Source: an optimization exercise on an open RTL-to-GDS flow (aim: small area and a short achievable clock period). Production flows keep margins and buffers that such runs may drop. RTL that was checked went through simulation tests only; none was proved equivalent to the original.

// fir13_filter
module fir13_filter(
    input wire clk,
    input wire n_rst,
    input wire signed [7:0] x_in,
    output reg signed [7:0] y_out
);
==> flow/config.mk <==
export PLATFORM = sky130hd
export DESIGN_NAME = fir13_filter
export DESIGN_NICKNAME = fir13_filter
export VERILOG_FILES = /design/flow/design.v
export SDC_FILE = /design/flow/constraint.sdc
export NUM_CORES = 4
export LEC_CHECK = 0
export ABC_CLOCK_PERIOD_IN_PS = 2500
export CAP_MARGIN = 20
export CORE_MARGIN = 2
export CORE_UTILIZATION = 60
export CTS_BUF_LIST = sky130_fd_sc_hd__clkbuf_16
export CTS_CLUSTER_DIAMETER = 100
export CTS_CLUSTER_SIZE = 32
export SETUP_SLACK_MARGIN = 5.0
export SLEW_MARGIN = 20
export SYNTH_HIERARCHICAL = 1
export SYNTH_MINIMUM_KEEP_SIZE = 0
==> flow/constraint.sdc <==
create_clock -name core_clock -period 7.5 [get_ports {clk}]
set_input_delay 1.5000 -clock core_clock [delete_from_list [all_inputs] [get_ports {clk}]]
set_output_delay 1.5000 -clock core_clock [all_outputs]
set_load 0.01 [all_outputs]
run.sh (not shown) runs the stock make flow with config.mk's settings and CLKGATE_MAP_FILE= SYNTH_SCRIPT=/design/flow/synth_recipe.tcl, a recipe that flattens the netlist after the stock synthesis.
Change:
--- a/flow/design.v
+++ b/flow/design.v
@@ -265,39 +265,39 @@
     fir13_fa u_t237 (.a(t171), .b(t204), .c(t205), .s(t237), .co(t238));
     wire t239, t240;
     fir13_fa u_t239 (.a(t175), .b(t206), .c(t207), .s(t239), .co(t240));
     wire t241, t242;
     fir13_fa u_t241 (.a(t179), .b(t208), .c(t209), .s(t241), .co(t242));
     wire t243, t244;
     fir13_fa u_t243 (.a(t180), .b(t211), .c(t210), .s(t243), .co(t244));
     wire t245, t246;
     fir13_fa u_t245 (.a(t184), .b(~t213), .c(t212), .s(t245), .co(t246));
-    wire [5:0] lo_a = {t224, t222, t220, ~t218, t216, ~t215};
-    wire [5:0] lo_b = {t225, t223, t221, t219, ~t217, qa[1]};
-    wire [6:0] lo_sum = {1'b0, lo_a} + {1'b0, lo_b};
-    reg [11:0] z0, z1;
+    wire [4:0] lo_a = {t222, t220, ~t218, t216, ~t215};
+    wire [4:0] lo_b = {t223, t221, t219, ~t217, qa[1]};
+    wire [5:0] lo_sum = {1'b0, lo_a} + {1'b0, lo_b};
+    reg [12:0] z0, z1;
     reg zc;
     always @(posedge clk) begin
-            z0 <= {1'b1, t246, t244, t242, t240, t238, t236, t234, t232, t230, t228, t226};
-            z1 <= {1'b0, ~t214, t245, t243, t241, t239, t237, t235, t233, t231, t229, t227};
-            zc <= lo_sum[6];
+            z0 <= {1'b1, t246, t244, t242, t240, t238, t236, t234, t232, t230, t228, t226, t224};
+            z1 <= {1'b0, ~t214, t245, t243, t241, t239, t237, t235, t233, t231, t229, t227, t225};
+            zc <= lo_sum[5];
     end
     reg [2:0] vld;
     always @(posedge clk or negedge n_rst) begin
         if (!n_rst)
             vld <= 3'b000;
         else
             vld <= {vld[1:0], 1'b1};
     end
-    wire [11:0] acc_hi = z0 + z1 + {11'd0, zc};
-    wire sgn = acc_hi[11];
-    wire ovf = acc_hi[11] ^ acc_hi[10];
-    wire [7:0] clip = ovf ? {sgn, {7{~sgn}}} : acc_hi[10:3];
+    wire [12:0] acc_hi = z0 + z1 + {12'd0, zc};
+    wire sgn = acc_hi[12];
+    wire ovf = acc_hi[12] ^ acc_hi[11];
+    wire [7:0] clip = ovf ? {sgn, {7{~sgn}}} : acc_hi[11:4];
     always @(posedge clk or negedge n_rst) begin
         if (!n_rst)
             y_out <= 8'd0;
         else
             y_out <= vld[2] ? clip : 8'd0;
     end
 endmodule
 module fir13_fa(input wire a, input wire b, input wire c, output wire s, output wire co);
     assign s = a ^ b ^ c;
After rerunning:
- setup slack loses 0.16 ns
- count of clock-buffer cells in the layout is unchanged
- cell count stays the same
- wire length stays flat
- synthesized cell count came out higher by 0.31%
- cell area climbs by 0.64%
- core utilization rises by 0.17 points
- die area rises by 0.63%
- worst hold slack gets better by 0.0081 ns
- area after synthesis went up by 0.64%
Function was not checked in any run of this note: the RTL went through the layout flow alone.

fir13_filter, a different RTL version from the one above (not shown whole).
Size: roughly 660 cells after synthesis, roughly 210 flip-flops, roughly 18 I/O pins, ~9300 sq um of cells after synthesis.
Settings: LEC_CHECK=0, ABC_CLOCK_PERIOD_IN_PS=2500, CAP_MARGIN=20, CORE_MARGIN=2, CORE_UTILIZATION=60, CTS_BUF_LIST=sky130_fd_sc_hd__clkbuf_16, CTS_CLUSTER_DIAMETER=100, CTS_CLUSTER_SIZE=32, SETUP_SLACK_MARGIN=5.0, SLEW_MARGIN=20, SYNTH_HIERARCHICAL=1, SYNTH_MINIMUM_KEEP_SIZE=0; clock period 7.5 ns.
Then changed:
--- a/flow/design.v
+++ b/flow/design.v
@@ -12,20 +12,20 @@
         end else begin
             xr0 <= x_in; xr1 <= xr0; xr2 <= xr1; xr3 <= xr2; xr4 <= xr3; xr5 <= xr4; xr6 <= xr5; xr7 <= xr6; xr8 <= xr7; xr9 <= xr8; xr10 <= xr9; xr11 <= xr10;
         end
     end
     reg [8:0] pa0, pa1, pa3, pb4, pb5;
     always @(posedge clk) begin
             pa0 <= ~($signed(x_in) + $signed(xr11));    
             pa1 <= ~($signed(xr0) + $signed(xr10));    
             pa3 <= $signed(xr2) + $signed(xr8);    
-            pb4 <= $signed(xr4) + $signed(xr8);
-            pb5 <= $signed(xr5) + $signed(xr7);
+            pb4 <= $signed(xr4) + $signed(xr8);    
+            pb5 <= $signed(xr5) + $signed(xr7);    
     end
     wire [7:0] x6 = xr7;    
     wire t1, t2;
     fir13_fa u_t1 (.a(pa0[0]), .b(pa0[1]), .c(pa1[0]), .s(t1), .co(t2));
     wire t3, t4;
     fir13_fa u_t3 (.a(pa0[1]), .b(pa0[2]), .c(pa1[1]), .s(t3), .co(t4));
     wire t5, t6;
     fir13_fa u_t5 (.a(pa1[3]), .b(pa1[5]), .c(pa3[0]), .s(t5), .co(t6));
     wire t7, t8;
Outcome: Cell area does not change. Clock skew does not change. Die area does not change. Worst setup slack stays the same. Sequential share of layout area does not change. Global-route usage stays the same. First-iteration DRC count does not change. Wire length is unchanged. Count of clock-buffer cells in the layout is unchanged. Non-clock buffer count stays the same.
The RTL of the first run of this note was laid out without a check of its function.

## old
Another version of the RTL of fir13_filter (not shown whole).
For scale: about 720 cells after synthesis, ~180 flip-flops, about 18 I/O pins, about 9500 um^2 of cells after synthesis.
Settings: LEC_CHECK=0, ABC_CLOCK_PERIOD_IN_PS=2500, CAP_MARGIN=20, CORE_MARGIN=2, CORE_UTILIZATION=40, SETUP_SLACK_MARGIN=5.0, SLEW_MARGIN=20; clock period 7.5 ns.
--- input diff old..new ---
--- a/flow/design.v
+++ b/flow/design.v
@@ -253,55 +253,51 @@
     wire t223 = t190 ^ t147 ^ t191;
     wire t224 = (t190 & t147) | (t190 & t191) | (t147 & t191);
     wire t225 = t192 ^ t151 ^ t193;
     wire t226 = (t192 & t151) | (t192 & t193) | (t151 & t193);
     wire t227 = t194 ^ t155 ^ t195;
     wire t228 = (t194 & t155) | (t194 & t195) | (t155 & t195);
     wire t229 = t196 ^ t159 ^ t197;
     wire t230 = (t196 & t159) | (t196 & t197) | (t159 & t197);
-    wire t231 = t160 ^ t198;
-    wire t232 = t160 & t198;
-    wire t233 = t164 ^ t200;
-    wire t234 = t164 & t200;
-    wire t235 = t168 ^ t202;
-    wire t236 = t168 & t202;
-    wire t237 = t172 ^ t205;
-    wire t238 = t172 & t205;
-    wire t239 = t179 ^ t207;
-    wire t240 = t179 & t207;
-    wire t241 = t209 ^ t180;
-    wire t242 = t209 & t180;
-    wire t243 = t211 ^ t182;
-    wire t244 = t211 & t182;
+    wire t231 = t160 ^ t198 ^ t199;
+    wire t232 = (t160 & t198) | (t160 & t199) | (t198 & t199);
+    wire t233 = t164 ^ t200 ^ t201;
+    wire t234 = (t164 & t200) | (t164 & t201) | (t200 & t201);
+    wire t235 = t168 ^ t202 ^ t203;
+    wire t236 = (t168 & t202) | (t168 & t203) | (t202 & t203);
+    wire t237 = t172 ^ t205 ^ t204;
+    wire t238 = (t172 & t205) | (t172 & t204) | (t205 & t204);
+    wire t239 = t179 ^ t207 ^ t206;
+    wire t240 = (t179 & t207) | (t179 & t206) | (t207 & t206);
+    wire t241 = t209 ^ t180 ^ t208;
+    wire t242 = (t209 & t180) | (t209 & t208) | (t180 & t208);
+    wire t243 = t211 ^ t182 ^ t210;
+    wire t244 = (t211 & t182) | (t211 & t210) | (t182 & t210);
     wire [8:0] lo_a = {t228, t226, t224, t222, t220, t218, t216, t214, t213};
     wire [8:0] lo_b = {t229, t227, t225, t223, t221, t219, t217, t215, ~x6[0]};
     wire [9:0] lo_sum = {1'b0, lo_a} + {1'b0, lo_b};
     wire lo_c = lo_sum[9];
     wire [8:0] hi_0 = {1'b1, t244, t242, t240, t238, t236, t234, t232, t230};
     wire [8:0] hi_1 = {1'b0, t212, t243, t241, t239, t237, t235, t233, t231};
-    wire [8:0] hi_2 = {1'b0, 1'b0, t210, t208, t206, t204, t203, t201, t199};
     reg [8:0] z0;
     reg [8:0] z1;
-    reg [8:0] z2;
     reg zc;
     always @(posedge clk or negedge n_rst) begin
         if (!n_rst) begin
             z0 <= 0;
             z1 <= 0;
-            z2 <= 0;
             zc <= 0;
         end else begin
             z0 <= hi_0;
             z1 <= hi_1;
-            z2 <= hi_2;
             zc <= lo_c;
         end
     end
-    wire [8:0] acc_hi = z0 + z1 + z2 + {8'd0, zc};
+    wire [8:0] acc_hi = z0 + z1 + {8'd0, zc};
     wire sgn = acc_hi[8];
     wire ovf = acc_hi[8] ^ acc_hi[7];
     wire [7:0] clip = ovf ? {sgn, {7{~sgn}}} : acc_hi[7:0];
     always @(posedge clk or negedge n_rst) begin
         if (!n_rst)
             y_out <= 8'd0;
         else
             y_out <= clip;
Results
new and old ended up with nearly the same via count. Compared with old, new shows wire length on met3 lower by about 20%. Comparing new and old, parity-gate share of the synthesized area counting xor and xnor cells is lower on new. Against old, new reports a synthesized cell count that is higher.
Function was not checked in any run of this note: the RTL went through the layout flow alone.

fir13_filter, a different RTL version from the one above (not shown whole).
Size: about 660 cells after synthesis, roughly 210 flip-flops, about 18 I/O pins, roughly 9800 um2 of cells after synthesis.
Settings: LEC_CHECK=0, ABC_CLOCK_PERIOD_IN_PS=2500, CAP_MARGIN=20, CORE_MARGIN=2, CORE_UTILIZATION=40, SETUP_SLACK_MARGIN=5.0, SLEW_MARGIN=20, SYNTH_HIERARCHICAL=1, SYNTH_MINIMUM_KEEP_SIZE=0; clock period 7.5 ns.
Change:
--- a/flow/design.v
+++ b/flow/design.v
@@ -9,34 +9,26 @@
     always @(posedge clk or negedge n_rst) begin
         if (!n_rst) begin
             xr0 <= 0; xr1 <= 0; xr2 <= 0; xr3 <= 0; xr4 <= 0; xr5 <= 0; xr6 <= 0;
             xr7 <= 0; xr8 <= 0; xr9 <= 0; xr10 <= 0; xr11 <= 0; xr12 <= 0;
         end else begin
             xr0 <= x_in; xr1 <= xr0; xr2 <= xr1; xr3 <= xr2; xr4 <= xr3; xr5 <= xr4; xr6 <= xr5;
             xr7 <= xr6; xr8 <= xr7; xr9 <= xr8; xr10 <= xr9; xr11 <= xr10; xr12 <= xr11;
         end
     end
     reg [8:0] pa3, pa4, pa5, pb0, pb1;
-    always @(posedge clk or negedge n_rst) begin
-        if (!n_rst) begin
-            pa3 <= 9'h000;
-            pa4 <= 9'h000;
-            pa5 <= 9'h000;
-            pb0 <= 9'h1ff;
-            pb1 <= 9'h1ff;
-        end else begin
+    always @(posedge clk) begin
             pa3 <= $signed(xr2) + $signed(xr8);    
             pa4 <= $signed(xr3) + $signed(xr7);    
             pa5 <= $signed(xr4) + $signed(xr6);    
             pb0 <= ~($signed(xr0) + $signed(xr12));
             pb1 <= ~($signed(xr1) + $signed(xr11));
-        end
     end
     wire [7:0] x6 = xr7;    
     wire t1, t2;
     fir13_ha u_t1 (.a(pa3[0]), .b(pa3[3]), .s(t1), .co(t2));
     wire t3, t4;
     fir13_fa u_t3 (.a(pa3[1]), .b(pa3[4]), .c(pa3[6]), .s(t3), .co(t4));
     wire t5, t6;
     fir13_fa u_t5 (.a(pa3[2]), .b(pa3[5]), .c(pa3[7]), .s(t5), .co(t6));
     wire t7, t8;
     fir13_fa u_t7 (.a(pa4[1]), .b(pa4[3]), .c(pa5[0]), .s(t7), .co(t8));
@@ -144,26 +136,22 @@
     fir13_fa u_t109 (.a(t55), .b(t80), .c(~t81), .s(t109), .co(t110));
     wire t111, t112;
     fir13_fa u_t111 (.a(t54), .b(t82), .c(~t83), .s(t111), .co(t112));
     wire t113, t114;
     fir13_fa u_t113 (.a(t60), .b(t85), .c(t84), .s(t113), .co(t114));
     wire t115, t116;
     fir13_fa u_t115 (.a(t62), .b(~t87), .c(t86), .s(t115), .co(t116));
     wire t117 = pa5[8] ^ 1'b0 ^ ~t88;
     wire t118 = (pa5[8] & 1'b0) | (pa5[8] & ~t88) | (1'b0 & ~t88);
     reg [30:0] qa;
-    always @(posedge clk or negedge n_rst) begin
-        if (!n_rst)
-            qa <= 31'b0101010110000100001001000101000;    
-        else
-            qa <= {t118, t117, t116, t115, t114, t113, t112, t111, t110, t109, t108, t107, t106, t105, t104, t103, t102, t101, t100, t99, t98, t97, t96, t95, t94, t93, t92, t91, t90, t89, pa3[0]};
-    end
+    always @(posedge clk)
+        qa <= {t118, t117, t116, t115, t114, t113, t112, t111, t110, t109, t108, t107, t106, t105, t104, t103, t102, t101, t100, t99, t98, t97, t96, t95, t94, t93, t92, t91, t90, t89, pa3[0]};
     wire t119, t120;
     fir13_fa u_t119 (.a(pb0[0]), .b(pb0[1]), .c(pb1[0]), .s(t119), .co(t120));
     wire t121, t122;
     fir13_fa u_t121 (.a(pb0[1]), .b(pb0[2]), .c(pb1[1]), .s(t121), .co(t122));
     wire t123, t124;
     fir13_ha u_t123 (.a(pb1[3]), .b(pb1[5]), .s(t123), .co(t124));
     wire t125, t126;
     fir13_fa u_t125 (.a(pb0[2]), .b(pb0[3]), .c(pb1[2]), .s(t125), .co(t126));
     wire t127, t128;
     fir13_fa u_t127 (.a(pb1[4]), .b(pb1[6]), .c(qa[10]), .s(t127), .co(t128));
@@ -291,38 +279,41 @@
     fir13_fa u_t249 (.a(t192), .b(~t219), .c(t218), .s(t249), .co(t250));
     wire t251, t252;
     fir13_fa u_t251 (.a(t194), .b(t221), .c(~t220), .s(t251), .co(t252));
     wire t253, t254;
     fir13_fa u_t253 (.a(qa[28]), .b(~qa[29]), .c(t222), .s(t253), .co(t254));
     wire [8:0] lo_a = {t238, t236, t234, t232, t230, t228, ~t226, t224, ~t223};
     wire [8:0] lo_b = {t239, t237, t235, t233, t231, t229, t227, ~t225, qa[0]};
     wire [9:0] lo_sum = {1'b0, lo_a} + {1'b0, lo_b};
     reg [8:0] z0, z1;
     reg zc;
-    always @(posedge clk or negedge n_rst) begin
-        if (!n_rst) begin
-            z0 <= 0; z1 <= 0; zc <= 0;
-        end else begin
+    always @(posedge clk) begin
             z0 <= {1'b1, t254, t252, t250, t248, t246, t244, t242, t240};
             z1 <= {1'b0, ~qa[30], t253, t251, t249, t247, t245, t243, t241};
             zc <= lo_sum[9];
-        end
+    end
+    reg [2:0] vld;
+    always @(posedge clk or negedge n_rst) begin
+        if (!n_rst)
+            vld <= 3'b000;
+        else
+            vld <= {vld[1:0], 1'b1};
     end
     wire [8:0] acc_hi = z0 + z1 + {8'd0, zc};
     wire sgn = acc_hi[8];
     wire ovf = acc_hi[8] ^ acc_hi[7];
     wire [7:0] clip = ovf ? {sgn, {7{~sgn}}} : acc_hi[7:0];
     always @(posedge clk or negedge n_rst) begin
         if (!n_rst)
             y_out <= 8'd0;
         else
-            y_out <= clip;
+            y_out <= vld[2] ? clip : 8'd0;
     end
 endmodule
 module fir13_fa(input wire a, input wire b, input wire c, output wire s, output wire co);
     assign s = a ^ b ^ c;
     assign co = (a & b) | (a & c) | (b & c);
 endmodule
 module fir13_ha(input wire a, input wire b, output wire s, output wire co);
     assign s = a ^ b;
     assign co = a & b;
 endmodule
What happened: The new run finished with timing, DRC and antenna clean; cell area is lower by 4.2%; clock-buffer cell count does not change; utilization decreases by 0.34 points; die area went down by 3.7%; hold slack gains 0.0030 ns; critical path depth goes down by 1; worst setup slack is better by 0.17 ns; maximum frequency climbs by 5.7%.
Function was not checked in any run of this note: the RTL went through the layout flow alone.

-- re-timing with driven ports --
How much do the figures lean on ideal ports? The routed layouts below were timed once more, with nothing changed but the port constraints. Step 1 (the two cells are an assumption about what drives the block):
set clk [get_ports {clk}]
set_driving_cell -lib_cell sky130_fd_sc_hd__clkbuf_16 $clk
set_driving_cell -lib_cell sky130_fd_sc_hd__buf_2 [delete_from_list [all_inputs] $clk]
Step 2 adds t to the input delays and takes it off the output delays; t is the mean of the earliest and latest rising clock arrival at the registers after step 1. Input paths then give back, and output paths get back, about the clock's delay inside the block. a / b / c = ideal ports / drivers / drivers and shift; a / b = the first two.
run	shift t [ns]	setup slack, ns	hold slack, ns	worst setup path at the end	worst register clock-pin slew, ns
the first run of note 1	0.488	5.012 / 4.993 / 4.541	0.339 / 0.339 / 0.339	input to register	0.12 / 0.12
the second run of note 1	0.495	4.853 / 4.855 / 4.360	0.347 / 0.347 / 0.347	input to register	0.11 / 0.11
the first run of note 2	0.495	5.034 / 4.992 / 4.577	0.321 / 0.321 / 0.321	input to register	0.12 / 0.12
the second run of note 2	0.495	5.034 / 4.992 / 4.577	0.321 / 0.321 / 0.321	input to register	0.12 / 0.12
old	0.475	3.841 / 3.841 / 3.841	0.349 / 0.349 / 0.349	register to register	0.08 / 0.08
new	0.469	3.891 / 3.891 / 3.891	0.349 / 0.349 / 0.349	register to register	0.07 / 0.07
the first run of note 4	0.544	4.417 / 4.417 / 4.417	0.343 / 0.343 / 0.343	register to register	0.06 / 0.06
the second run of note 4	0.542	4.582 / 4.582 / 4.582	0.346 / 0.346 / 0.346	register to register	0.06 / 0.06
After both steps every run listed still meets setup and hold. The setup slack of the second run of note 1, which loses most, moves by +0.002 ns with the drivers and by -0.493 ns with both steps.
